Context: an optimization exercise on an open-source flow, tuned for small area, a short achievable clock period and few clock cycles per item. The choices shown serve that exercise and are no tape-out recipe. Where RTL was checked, it was by simulation tests only, not by an equivalence proof against the original.

==> module unpipelined_divider, before the edit <==
module unpipelined_divider #
(
    parameter N = 32
)
(
    input wire [N-1:0] dividend,
    input wire [N-1:0] divisor,
    input wire start,
    input wire rst,
    input wire clk,
    output wire [N-1:0] quotient,
    output wire [N-1:0] remainder,
    output reg done
);
    reg [N-1:0] rem_reg;    
    reg [N-1:0] dq_reg;     
    reg [4:0]   cnt;        
    reg         busy;
    wire [3:0] d_any, x_any;
    genvar k;
    generate
        for (k = 0; k < 4; k = k + 1) begin : byte_or
            or8 od (.a(divisor[8*k +: 8]), .y(d_any[k]));
            or8 ox (.a(dividend[8*k +: 8]), .y(x_any[k]));
        end
    endgenerate
    wire sk3, sk2, sk1;
    skip_dec sd (.d_any(d_any), .x_any(x_any), .sk3(sk3), .sk2(sk2), .sk1(sk1));
    wire [1:0] sh = {sk2, sk3 | (sk1 & ~sk2)};
    wire [2*N-1:0] load = {{N{1'b0}}, dividend} << {sh, 3'b000};
    wire [N:0] t = {rem_reg, dq_reg[N-1]};
    wire [N-1:0] diff;
    wire ge;
    div_step step (.a(t[N-1:0]), .b(divisor), .top(t[N]), .diff(diff), .ge(ge));
    wire take;
    and2b tk (.a(ge), .b_n(start), .y(take));
    wire [N-1:0] rem_hold = start ? load[2*N-1:N] : t[N-1:0];
    wire [N-1:0] rem_next;
    generate
        for (k = 0; k < N; k = k + 1) begin : rnext
            mux2 mg (.s(take), .a(rem_hold[k]), .b(diff[k]), .y(rem_next[k]));
        end
    endgenerate
    always @(posedge clk) begin
        rem_reg <= rem_next;
        dq_reg  <= start ? load[N-1:0] : {dq_reg[N-2:0], ge};
    end
    always @(posedge clk or posedge rst) begin
        if (rst) begin
            busy <= 1'b0;
            done <= 1'b0;
            cnt  <= 5'd0;
        end else begin
            done <= busy && (cnt == 5'd31);
            if (start) begin
                busy <= 1'b1;
                cnt  <= {sh, 3'b000};
            end else if (busy) begin
                cnt <= cnt + 5'd1;
                if (cnt == 5'd31) busy <= 1'b0;
            end
        end
    end
    assign quotient  = dq_reg;
    assign remainder = rem_reg;
endmodule
Settings: LEC_CHECK=0, CAP_MARGIN=20, CORE_MARGIN=2, CORE_UTILIZATION=55, CTS_BUF_LIST=sky130_fd_sc_hd__clkbuf_4 sky130_fd_sc_hd__clkbuf_8, SETUP_SLACK_MARGIN=1.25, SLEW_MARGIN=20, SYNTH_HIERARCHICAL=1, SYNTH_MINIMUM_KEEP_SIZE=0; clock period 4.0 ns.
standard.sh (not shown) runs the stock make flow with config.mk's settings and CLKGATE_MAP_FILE= SYNTH_SCRIPT=/design/flow/synth_recipe.tcl, a recipe that flattens the netlist after the stock synthesis.
==> flow/flow/run.sh <==
#!/bin/bash
# The standard layout (standard.sh) with two changes:
#  - the final ABC mapping of the standard synthesis uses flow/abc_map.script
#    (ORFS's speed script without its blanket upsizing);
#  - the port buffers are the library's smallest plain buffer (buffer_ports
#    otherwise picks a delay cell).
set -euo pipefail
here=$(pwd)
export FLOW_SYNTH_TCL=$here/synth_recipe.tcl
export MY_ABC_SCRIPT=$here/flow/abc_map.script
export BUFFER_PORTS_ARGS="-buffer_cell sky130_fd_sc_hd__buf_1"
sed "s#SYNTH_SCRIPT=[^ ]*#SYNTH_SCRIPT=$here/flow/my_synth.tcl#" standard.sh > my_standard.sh
grep -q "SYNTH_SCRIPT=$here/flow/my_synth.tcl" my_standard.sh
bash my_standard.sh > standard.log 2>&1
==> flow/flow/abc_map.script <==
&get -n
&st
&dch
&nf
&st
&syn2
&if -g -K 6
&synch2
&nf
&st
&syn2
&if -g -K 6
&synch2
&nf
&st
&syn2
&if -g -K 6
&synch2
&nf
&st
&syn2
&if -g -K 6
&synch2
&nf
&st
&syn2
&if -g -K 6
&synch2
&nf
&put
buffer -c
topo
stime -c

dnsize -c
==> flow/flow/my_synth.tcl <==
# The standard flow's synthesis (synth_recipe.tcl, unchanged), except that the final ABC
# technology mapping runs flow/abc_map.script instead of ORFS's speed script
proc abc {args} {
  set i [lsearch -exact $args -script]
  if {$i >= 0} {
    lset args [expr {$i + 1}] $::env(MY_ABC_SCRIPT)
  }
  yosys abc {*}$args
}
source $::env(FLOW_SYNTH_TCL)
The baseline finished with timing, DRC and antenna clean.
==> next run, changes <==
--- a/flow/design.v
+++ b/flow/design.v
@@ -13,7 +13,8 @@
     output reg done
 );
     reg [N-1:0] rem_reg;    
-    reg [N-1:0] dq_reg;     
+    reg [N-1:0] quot_reg;   
+    reg         x_reg;      
     reg [4:0]   cnt;        
     reg         busy;
     wire [3:0] d_any, x_any;
@@ -27,14 +28,24 @@
     wire sk3, sk2, sk1;
     skip_dec sd (.d_any(d_any), .x_any(x_any), .sk3(sk3), .sk2(sk2), .sk1(sk1));
     wire [1:0] sh = {sk2, sk3 | (sk1 & ~sk2)};
-    wire [2*N-1:0] load = {{N{1'b0}}, dividend} << {sh, 3'b000};
-    wire [N:0] t = {rem_reg, dq_reg[N-1]};
+    wire [N-1:0] rem_load = sh == 2'd3 ? {8'd0, dividend[N-1:8]} :
+                            sh == 2'd2 ? {16'd0, dividend[N-1:16]} :
+                            sh == 2'd1 ? {24'd0, dividend[N-1:24]} : {N{1'b0}};
+    wire [N-1:0] x_by_cnt;
+    generate
+        for (k = 0; k < N - 1; k = k + 1) begin : xb
+            assign x_by_cnt[k] = dividend[N-2-k];
+        end
+    endgenerate
+    assign x_by_cnt[N-1] = 1'b0;
+    wire x_first = dividend[{~sh, 3'b111}];
+    wire [N:0] t = {rem_reg, x_reg};
     wire [N-1:0] diff;
     wire ge;
     div_step step (.a(t[N-1:0]), .b(divisor), .top(t[N]), .diff(diff), .ge(ge));
     wire take;
     and2b tk (.a(ge), .b_n(start), .y(take));
-    wire [N-1:0] rem_hold = start ? load[2*N-1:N] : t[N-1:0];
+    wire [N-1:0] rem_hold = start ? rem_load : t[N-1:0];
     wire [N-1:0] rem_next;
     generate
         for (k = 0; k < N; k = k + 1) begin : rnext
@@ -43,7 +54,8 @@
     endgenerate
     always @(posedge clk) begin
         rem_reg <= rem_next;
-        dq_reg  <= start ? load[N-1:0] : {dq_reg[N-2:0], ge};
+        quot_reg <= start ? {N{1'b0}} : {quot_reg[N-2:0], ge};
+        x_reg    <= start ? x_first : x_by_cnt[cnt];
     end
     always @(posedge clk or posedge rst) begin
         if (rst) begin
@@ -61,7 +73,7 @@
             end
         end
     end
-    assign quotient  = dq_reg;
+    assign quotient  = quot_reg;
     assign remainder = rem_reg;
 endmodule
 module div_step (
=> Non-clock buffer count falls by 4; maximum frequency rises by 10%; global-route usage drops by 2.2 points; first-iteration DRC count is lower by 40%; clock skew stays flat; worst setup slack improves by 0.26 ns.
Testbench counts after the change, summed over its fixed seeds: cycles 10,456, items 512.
For the first run of this note, only the layout was checked, not whether the RTL still works.

[re-timing with driven ports]
The flow's constraints put no driver on any port. The routed layouts listed below were extracted and timed again, unchanged, in two steps.
Step 1 sets driving cells, clkbuf_16 on the clock port and buf_2 on the other inputs (assumed; they add their load-dependent delay and slew).
Step 2 moves the port delays by t, midway between the first and last clock arrival at a register: inputs arrive t later, outputs are due t later. That takes back most of the time a late clock gives input paths.
Three values: no drivers, after step 1, after step 2; two values: the first two.
| run | t (ns) | setup WS [ns] | clock arrival spread, ns | pins driven straight from the clock port |
|---|---|---|---|---|
| the first run | 0.380 | 1.112 / 1.116 / 0.736 | 0.012 / 0.012 | 1 |
| the second run | 0.380 | 1.374 / 1.381 / 1.002 | 0.013 / 0.013 | 1 |
After both steps every run listed still meets setup and hold. The setup slack of the first run, which loses most, moves by +0.004 ns with the drivers and by -0.376 ns with both steps.
